What follows belongs to an exercise in optimizing a design on an open flow for small area; a production flow would make more cautious choices.
Function was checked by simulation only, so behaviour that the tests miss may differ from the original.

// fir_filter
module fir_filter (
    input fir_clk,
    input rst_active_low,
    input signed [29:0] data_in,
    output signed [61:0] data_out
);
==> flow/config.mk <==
export PLATFORM = sky130hd
export DESIGN_NAME = fir_filter
export DESIGN_NICKNAME = fir_filter
export VERILOG_FILES = /design/flow/design.v
export SDC_FILE = /design/flow/constraint.sdc
export NUM_CORES = 8
export LEC_CHECK = 0
export CAP_MARGIN = 35
export CORE_MARGIN = 2
export CORE_UTILIZATION = 65
export CTS_BUF_LIST = sky130_fd_sc_hd__clkbuf_16
export CTS_CLUSTER_DIAMETER = 60
export CTS_CLUSTER_SIZE = 30
export SLEW_MARGIN = 35
export SYNTH_HIERARCHICAL = 1
==> flow/constraint.sdc <==
create_clock -name core_clock -period 10.0 [get_ports {fir_clk}]
set_input_delay 2.0000 -clock core_clock [delete_from_list [all_inputs] [get_ports {fir_clk}]]
set_output_delay 2.0000 -clock core_clock [all_outputs]
set_load 0.01 [all_outputs]
standard.sh (not shown) runs the stock make flow with config.mk's settings and CLKGATE_MAP_FILE= SYNTH_SCRIPT=/design/flow/synth_recipe.tcl, a recipe that flattens the netlist after the stock synthesis.
==> flow/flow/run.sh <==
#!/bin/bash
set -e
export CTS_ARGS="-sink_clustering_enable -repair_clock_nets -dont_use_dummy_load -sink_clustering_size 35 -sink_clustering_max_diameter 75 -buf_list sky130_fd_sc_hd__clkbuf_16"
export BUFFER_PORTS_ARGS="-buffer_cell sky130_fd_sc_hd__buf_1"
bash standard.sh > standard_flow.log 2>&1
The first run completed without violations.
Change:
==> flow/run.sh (new file) <==
#!/bin/bash
# synth_recipe.tcl (not shown) runs the flow's synth.tcl, then flattens the netlist and writes it again
# the make line also repeats each setting of config.mk as NAME=value (left out here)
make -C /OpenROAD-flow-scripts/flow DESIGN_CONFIG=/design/flow/config.mk WORK_HOME=/design/flow/orfs CLKGATE_MAP_FILE= SYNTH_SCRIPT=/design/flow/synth_recipe.tcl finish
CORE_UTILIZATION = 60   (was 65)
removed: flow/flow/run.sh
removed: flow/standard.sh
The changed run completed with no timing, DRC or antenna violations.
Die area came out higher by a little under a tenth.
Worst setup slack is better by 0.11 ns.
Cell area came out higher by a few percent.
Routed wire length came out higher slightly.
Change:
CORE_UTILIZATION = 75   (was 60)
CTS_CLUSTER_SIZE = 40   (was 30)
- The new run produced a clean layout
- register-to-register slack degrades by 0.25 ns
- synthesized area is unchanged
- wire length rises by about a fifth
- die area came out lower by about a fifth
- cell area decreases slightly
- setup slack loses 0.25 ns
- worst hold slack hardly moves
- utilization is higher by 16 points
- synthesized cell count does not change
Change:
==> flow/flow/run.sh (new file) <==
#!/bin/bash
set -e
export CTS_ARGS="-sink_clustering_enable -repair_clock_nets -dont_use_dummy_load -sink_clustering_size 30 -sink_clustering_max_diameter 60 -buf_list sky130_fd_sc_hd__clkbuf_16"
bash standard.sh > standard_flow.log 2>&1
==> flow/standard.sh (new file) <==
#!/bin/bash
# synth_recipe.tcl (not shown) runs the flow's synth.tcl, then flattens the netlist and writes it again
# the make line also repeats each setting of config.mk as NAME=value (left out here)
make -C /OpenROAD-flow-scripts/flow DESIGN_CONFIG=/design/flow/config.mk WORK_HOME=/design/flow/orfs CLKGATE_MAP_FILE= SYNTH_SCRIPT=/design/flow/synth_recipe.tcl "${@:-finish}"
CORE_UTILIZATION = 60   (was 75)
CTS_CLUSTER_SIZE = 30   (was 40)
removed: flow/run.sh
Wire length drops by about a fifth.
Setup slack improved by 0.22 ns.
Critical path depth drops by 2.
Global-route usage drops by 13 points.
Design area drops slightly.
Die area climbs by a quarter to a third.
Sequential share of layout area climbs by 0.42 points.
Synthesized cell count is unchanged.
First-iteration DRC count drops by well over a third.
Synthesized area stays the same.
Change:
==> flow/flow/run.sh (replaced) <==
#!/bin/bash
set -e
export CTS_ARGS="-sink_clustering_enable -repair_clock_nets -dont_use_dummy_load -sink_clustering_size 30 -sink_clustering_max_diameter 90 -buf_list sky130_fd_sc_hd__clkbuf_16"
export BUFFER_PORTS_ARGS="-buffer_cell sky130_fd_sc_hd__buf_1"
bash standard.sh > standard_flow.log 2>&1
Effect: Die area is unchanged. Setup slack loses 0.0044 ns. Final area goes down by 2.3%. Critical path depth does not change. Sequential share of layout area goes up by 0.92 points. Via count goes down by 1.2%. Count of clock-buffer cells in the layout goes down by 50. First-iteration DRC count goes up by 11%.
Change:
==> flow/flow/run.sh (replaced) <==
#!/bin/bash
set -e
export CTS_ARGS="-sink_clustering_enable -repair_clock_nets -dont_use_dummy_load -sink_clustering_size 40 -sink_clustering_max_diameter 70 -buf_list sky130_fd_sc_hd__clkbuf_16"
export BUFFER_PORTS_ARGS="-buffer_cell sky130_fd_sc_hd__buf_1"
bash standard.sh > standard_flow.log 2>&1
With this change the flow produced a layout that fails on antenna rules.
Setup slack loses 0.027 ns.
Non-clock buffer count does not change.
Die area stays the same.
Routed wire length goes up by 0.34%.

* * *

## job 101
Starting RTL as in the previous note.
==> flow/config.mk <==
export PLATFORM = sky130hd
export DESIGN_NAME = fir_filter
export DESIGN_NICKNAME = fir_filter
export VERILOG_FILES = /design/flow/design.v
export SDC_FILE = /design/flow/constraint.sdc
export NUM_CORES = 8
export LEC_CHECK = 0
export CAP_MARGIN = 35
export CORE_MARGIN = 2
export CORE_UTILIZATION = 70
export CTS_BUF_LIST = sky130_fd_sc_hd__clkbuf_16
export CTS_CLUSTER_DIAMETER = 60
export CTS_CLUSTER_SIZE = 30
export SLEW_MARGIN = 35
export SYNTH_HIERARCHICAL = 1
==> flow/constraint.sdc <==
create_clock -name core_clock -period 10.0 [get_ports {fir_clk}]
set_input_delay 2.0000 -clock core_clock [delete_from_list [all_inputs] [get_ports {fir_clk}]]
set_output_delay 2.0000 -clock core_clock [all_outputs]
set_load 0.01 [all_outputs]
==> flow/flow/run.sh <==
#!/bin/bash
set -e
export CTS_ARGS="-sink_clustering_enable -repair_clock_nets -dont_use_dummy_load -sink_clustering_size 30 -sink_clustering_max_diameter 70 -buf_list sky130_fd_sc_hd__clkbuf_16"
export BUFFER_PORTS_ARGS="-buffer_cell sky130_fd_sc_hd__buf_1"
bash standard.sh > standard_flow.log 2>&1
> inputs changed (job 101 -> job 102)
- changing CORE_UTILIZATION from 70 to 60
==> flow/flow/run.sh <==
#!/bin/bash
set -e
export CTS_ARGS="-sink_clustering_enable -repair_clock_nets -dont_use_dummy_load -sink_clustering_size 30 -sink_clustering_max_diameter 60 -buf_list sky130_fd_sc_hd__clkbuf_16"
export BUFFER_PORTS_ARGS="-buffer_cell sky130_fd_sc_hd__buf_1"
bash standard.sh > standard_flow.log 2>&1
## What came out
Going from job 101 to job 102, DRC violation total after the first TritonRoute iteration now sits lower, total wire length after detailed routing increased 2.0%, clock tree buffer count of the final layout has increased.
Setup changes, job 102 to job 103
==> flow/flow/run.sh <==
#!/bin/bash
set -e
export CTS_ARGS="-sink_clustering_enable -repair_clock_nets -dont_use_dummy_load -sink_clustering_size 30 -sink_clustering_max_diameter 80 -buf_list sky130_fd_sc_hd__clkbuf_16"
export BUFFER_PORTS_ARGS="-buffer_cell sky130_fd_sc_hd__buf_1"
bash standard.sh > standard_flow.log 2>&1
Results
Worst hold slack, job 103 and job 102: lower on job 102
Relative to job 102, the clock network area share of job 103 is lower by 1.2 points.
Reported for job 103 and job 102, number of hold-slack violations in the final timing report turned out identical to the last digit.
[compare] base=job 102 new=job 103: detail-routed via count per cell saw little to no change, cell count saw a decrease, fraction of layout cells with a size suffix above 1 went down, clock buffer instance count of the final layout has decreased.
Compared with job 102, job 103 shows starting DRC count in detailed routing lower by 53.

* * *

Another version of the RTL of fir_filter (not shown whole).
Size in the first run: ~5000 cells after synthesis, about 1600 flip-flops, roughly 87000 µm² of cells after synthesis.
// fir_filter
module fir_filter (
    input fir_clk,
    input rst_active_low,
    input signed [29:0] data_in,
    output signed [61:0] data_out
);
==> flow/config.mk <==
export PLATFORM = sky130hd
export DESIGN_NAME = fir_filter
export DESIGN_NICKNAME = fir_filter
export VERILOG_FILES = /design/flow/design.v
export SDC_FILE = /design/flow/constraint.sdc
export NUM_CORES = 8
export LEC_CHECK = 0
export CAP_MARGIN = 35
export CORE_MARGIN = 2
export CORE_UTILIZATION = 40
export SLEW_MARGIN = 35
export SYNTH_HIERARCHICAL = 1
==> flow/constraint.sdc <==
create_clock -name core_clock -period 10.0 [get_ports {fir_clk}]
set_input_delay 2.0000 -clock core_clock [delete_from_list [all_inputs] [get_ports {fir_clk}]]
set_output_delay 2.0000 -clock core_clock [all_outputs]
set_load 0.01 [all_outputs]
run.sh (not shown) runs the stock make flow with config.mk's settings and CLKGATE_MAP_FILE= SYNTH_SCRIPT=/design/flow/synth_recipe.tcl, a recipe that flattens the netlist after the stock synthesis.
Stock flow here: none of the scripts above is used.
==> next run, changes <==
--- a/flow/config.mk
+++ b/flow/config.mk
@@ -9,3 +9,5 @@
 export CORE_MARGIN = 2
-export CORE_UTILIZATION = 40
+export CORE_UTILIZATION = 60
+export CTS_BUF_LIST = sky130_fd_sc_hd__clkbuf_8
+export CTS_CLUSTER_SIZE = 20
 export SLEW_MARGIN = 35
Utilization rises by 21 points.
Setup slack hardly moves.
Routed wire length went down by 5.1%.
Final cell count fell by 9.5%.
Area after synthesis is unchanged.
Critical path depth stays the same.
Via count rises by 4.0%.
Register-to-register slack stays flat.
Synthesized cell count is unchanged.

* * *

Another version of the RTL of fir_filter (not shown whole).
For scale: ~94 I/O pins, about 73000 sq um of cells after synthesis.
export LEC_CHECK = 0
export CAP_MARGIN = 35
export CORE_MARGIN = 2
export CORE_UTILIZATION = 65
export CTS_BUF_LIST = sky130_fd_sc_hd__clkbuf_16
export CTS_CLUSTER_DIAMETER = 60
export CTS_CLUSTER_SIZE = 30
export SLEW_MARGIN = 35
export SYNTH_HIERARCHICAL = 1
create_clock -name core_clock -period 10.0 [get_ports {fir_clk}]
standard.sh (not shown) runs the stock make flow with config.mk's settings and CLKGATE_MAP_FILE= SYNTH_SCRIPT=/design/flow/synth_recipe.tcl, a recipe that flattens the netlist after the stock synthesis.
==> flow/flow/run.sh <==
#!/bin/bash
# The standard layout (standard.sh), with two changes:
#  - clock tree: no dummy load cells (they only balance capacitance), clusters
#    of at most 25 flip-flops within 75 um, each driven by a clkbuf_16;
#  - port buffers: buf_1 instead of the default (each port still gets one).
set -e
export CTS_ARGS="-sink_clustering_enable -repair_clock_nets -dont_use_dummy_load -sink_clustering_size 25 -sink_clustering_max_diameter 75 -buf_list sky130_fd_sc_hd__clkbuf_16"
export BUFFER_PORTS_ARGS="-buffer_cell sky130_fd_sc_hd__buf_1"
bash standard.sh > standard_flow.log 2>&1
Edit:
==> flow/flow/run.sh (replaced) <==
#!/bin/bash
set -e
export CTS_ARGS="-sink_clustering_enable -repair_clock_nets -dont_use_dummy_load -sink_clustering_size 30 -sink_clustering_max_diameter 65 -buf_list sky130_fd_sc_hd__clkbuf_16"
export BUFFER_PORTS_ARGS="-buffer_cell sky130_fd_sc_hd__buf_1"
bash standard.sh > standard_flow.log 2>&1
The changed run completed with no timing, DRC or antenna violations. Setup slack gets better by 52 ps. Count of clock-buffer cells in the layout goes up by 14. Cell area goes up by 0.46%. First-iteration DRC count goes down by 1.3%. Sequential share of layout area goes down by 0.18 points. Worst hold slack gets worse by 21 ps. Synthesized area stays the same. Wire length goes up by 0.45%. Non-clock buffer count is unchanged. Register-to-register slack gets better by 50 ps.
Edit:
==> flow/flow/run.sh (replaced) <==
#!/bin/bash
# The standard layout (standard.sh), with two changes:
#  - clock tree: no dummy load cells (they only balance capacitance), clusters
#    of at most 25 flip-flops within 75 um, each driven by a clkbuf_16;
#  - port buffers: buf_1 instead of the default (each port still gets one).
set -e
export CTS_ARGS="-sink_clustering_enable -repair_clock_nets -dont_use_dummy_load -sink_clustering_size 28 -sink_clustering_max_diameter 70 -buf_list sky130_fd_sc_hd__clkbuf_16"
export BUFFER_PORTS_ARGS="-buffer_cell sky130_fd_sc_hd__buf_1"
bash standard.sh > standard_flow.log 2>&1
- CORE_UTILIZATION: 65 -> 70
The new run completed without violations.
Global-route usage increases by 3.2 points.
Routed wire length climbs by 1.8%.
Hold slack gets better by 43 ps.
Cell count drops by 2.4%.
Via count goes up by 2.9%.
First-iteration DRC count rose by 21%.
Non-clock buffer count does not change.
Worst setup slack loses 99 ps.
Edit:
==> flow/flow/run.sh (replaced) <==
#!/bin/bash
set -e
export CTS_ARGS="-sink_clustering_enable -repair_clock_nets -dont_use_dummy_load -sink_clustering_size 25 -sink_clustering_max_diameter 75 -buf_list sky130_fd_sc_hd__clkbuf_16"
export BUFFER_PORTS_ARGS="-buffer_cell sky130_fd_sc_hd__buf_1"
bash standard.sh > standard_flow.log 2>&1
- CORE_UTILIZATION: 70 -> 65
Result: The new run completed without violations; worst hold slack gets worse by 21 ps; count of clock-buffer cells in the layout stays the same.

* * *

fir_filter, a different RTL version from the one above (not shown whole).
For scale: ~1500 flip-flops, about 94 I/O pins, ~72000 µm² of cells after synthesis.
export LEC_CHECK = 0
export CAP_MARGIN = 35
export CORE_MARGIN = 2
export CORE_UTILIZATION = 65
export CTS_BUF_LIST = sky130_fd_sc_hd__clkbuf_16
export CTS_CLUSTER_DIAMETER = 60
export CTS_CLUSTER_SIZE = 30
export SLEW_MARGIN = 35
export SYNTH_HIERARCHICAL = 1
create_clock -name core_clock -period 10.0 [get_ports {fir_clk}]
==> flow/flow/run.sh <==
#!/bin/bash
# The standard layout (standard.sh), with two changes:
#  - clock tree: no dummy load cells (they only balance capacitance), clusters
#    of at most 25 flip-flops within 75 um, each driven by a clkbuf_16;
#  - port buffers: buf_1 instead of the default (each port still gets one).
set -e
export CTS_ARGS="-sink_clustering_enable -repair_clock_nets -dont_use_dummy_load -sink_clustering_size 20 -sink_clustering_max_diameter 60 -buf_list sky130_fd_sc_hd__clkbuf_8"
export BUFFER_PORTS_ARGS="-buffer_cell sky130_fd_sc_hd__buf_1"
bash standard.sh > standard_flow.log 2>&1
The baseline went through all stages and came out clean.
Rerun with:
==> flow/flow/run.sh (replaced) <==
#!/bin/bash
# The standard layout (standard.sh), with two changes:
#  - clock tree: no dummy load cells (they only balance capacitance), clusters
#    of at most 18 flip-flops within 55 um, each driven by a clkbuf_8
#    (CTS_ARGS replaces the CTS_* settings in config.mk);
#  - port buffers: buf_1 instead of the default (each port still gets one).
set -e
export CTS_ARGS="-sink_clustering_enable -repair_clock_nets -dont_use_dummy_load -sink_clustering_size 18 -sink_clustering_max_diameter 55 -buf_list sky130_fd_sc_hd__clkbuf_8"
export BUFFER_PORTS_ARGS="-buffer_cell sky130_fd_sc_hd__buf_1"
bash standard.sh > standard_flow.log 2>&1
Result: First-iteration DRC count falls by 5.5%; synthesized cell count is unchanged; cell area hardly moves; routed wire length rises by 0.37%; fmax barely changes; cell count hardly moves; register-to-register slack barely changes; worst setup slack loses 0.0069 ns; core utilization went up by 0.18 points.
Rerun with:
--- a/flow/flow/run.sh
+++ b/flow/flow/run.sh
@@ -3,4 +3,3 @@
 #  - clock tree: no dummy load cells (they only balance capacitance), clusters
-#    of at most 18 flip-flops within 55 um, each driven by a clkbuf_8
-#    (CTS_ARGS replaces the CTS_* settings in config.mk);
+#    of at most 25 flip-flops within 75 um, each driven by a clkbuf_16;
 #  - port buffers: buf_1 instead of the default (each port still gets one).
After rerunning: Synthesized cell count does not change; via count stays the same; worst setup slack is unchanged; core utilization does not change; maximum frequency stays the same.
Rerun with:
--- a/flow/flow/run.sh
+++ b/flow/flow/run.sh
@@ -6,3 +6,3 @@
 set -e
-export CTS_ARGS="-sink_clustering_enable -repair_clock_nets -dont_use_dummy_load -sink_clustering_size 18 -sink_clustering_max_diameter 55 -buf_list sky130_fd_sc_hd__clkbuf_8"
+export CTS_ARGS="-sink_clustering_enable -repair_clock_nets -dont_use_dummy_load -sink_clustering_size 16 -sink_clustering_max_diameter 50 -buf_list sky130_fd_sc_hd__clkbuf_8"
 export BUFFER_PORTS_ARGS="-buffer_cell sky130_fd_sc_hd__buf_1"
The new run finished clean.
Non-clock buffer count stays the same.
Via count barely changes.
Worst hold slack hardly moves.
Maximum frequency is about the same.
Critical path depth does not change.
Cell count climbs by 0.39%.
Global-route usage climbs by 0.12 points.
Worst setup slack gains 0.0074 ns.

[port drivers added, routing unchanged]
Ports are ideal in the flow. The routed layouts listed here were re-timed in OpenROAD.
Step 1 (the two cells are an assumption about what drives the block):
set clk [get_ports {fir_clk}]
set_driving_cell -lib_cell sky130_fd_sc_hd__clkbuf_16 $clk
set_driving_cell -lib_cell sky130_fd_sc_hd__buf_2 [delete_from_list [all_inputs] $clk]
Step 2 times the ports against the registers' clock, not the clock port: input delays grow and output delays shrink by t, the midpoint of the rising clock arrivals with the driver on.
Three values: ideal, step 1, step 2; two values: the first two.
| run | t (ns) | setup WS [ns] | hold slack, ns | worst slew at a driven data input, ns | cell pins on the clock port's net |
|---|---|---|---|---|---|
| the first run of note 1 | 0.722 | 0.635 / 0.635 / 0.635 | 0.296 / 0.296 / 0.296 | 0.04 | 1 |
| the second run of note 1 | 0.821 | 0.747 / 0.747 / 0.747 | 0.320 / 0.320 / 0.320 | 0.04 | 1 |
| the third run of note 1 | 0.806 | 0.496 / 0.496 / 0.496 | 0.321 / 0.321 / 0.321 | 0.05 | 1 |
| the fourth run of note 1 | 0.779 | 0.713 / 0.713 / 0.713 | 0.281 / 0.281 / 0.281 | 0.04 | 1 |
| the fifth run of note 1 | 0.738 | 0.708 / 0.708 / 0.708 | 0.311 / 0.311 / 0.311 | 0.04 | 1 |
| the sixth run of note 1 | 0.758 | 0.681 / 0.681 / 0.681 | 0.298 / 0.298 / 0.298 | 0.04 | 1 |
| job 101 | 0.750 | 0.672 / 0.672 / 0.672 | 0.302 / 0.302 / 0.302 | 0.04 | 1 |
| job 102 | 0.781 | 0.684 / 0.684 / 0.684 | 0.304 / 0.304 / 0.304 | 0.04 | 1 |
| job 103 | 0.749 | 0.699 / 0.699 / 0.699 | 0.312 / 0.312 / 0.312 | 0.04 | 1 |
| the first run of note 3 | 0.920 | 1.193 / 1.193 / 1.193 | 0.321 / 0.321 / 0.321 | 0.04 | 1 |
| the second run of note 3 | 1.038 | 1.194 / 1.194 / 1.194 | 0.314 / 0.314 / 0.314 | 0.06 | 1 |
| the first run of note 4 | 0.758 | 0.423 / 0.423 / 0.423 | 0.291 / 0.291 / 0.291 | 0.04 | 1 |
| the second run of note 4 | 0.764 | 0.475 / 0.475 / 0.475 | 0.270 / 0.270 / 0.270 | 0.04 | 1 |
| the third run of note 4 | 0.752 | 0.376 / 0.376 / 0.376 | 0.312 / 0.312 / 0.312 | 0.05 | 1 |
| the fourth run of note 4 | 0.758 | 0.423 / 0.423 / 0.423 | 0.291 / 0.291 / 0.291 | 0.04 | 1 |
| the first run of note 5 | 0.829 | 0.615 / 0.548 / 0.696 | 0.245 / 0.245 / 0.245 | 0.05 | 1 |
| the second run of note 5 | 0.858 | 0.608 / 0.540 / 0.708 | 0.268 / 0.268 / 0.268 | 0.04 | 1 |
| the third run of note 5 | 0.858 | 0.608 / 0.540 / 0.708 | 0.268 / 0.268 / 0.268 | 0.04 | 1 |
| the fourth run of note 5 | 0.877 | 0.615 / 0.548 / 0.649 | 0.267 / 0.267 / 0.267 | 0.04 | 1 |
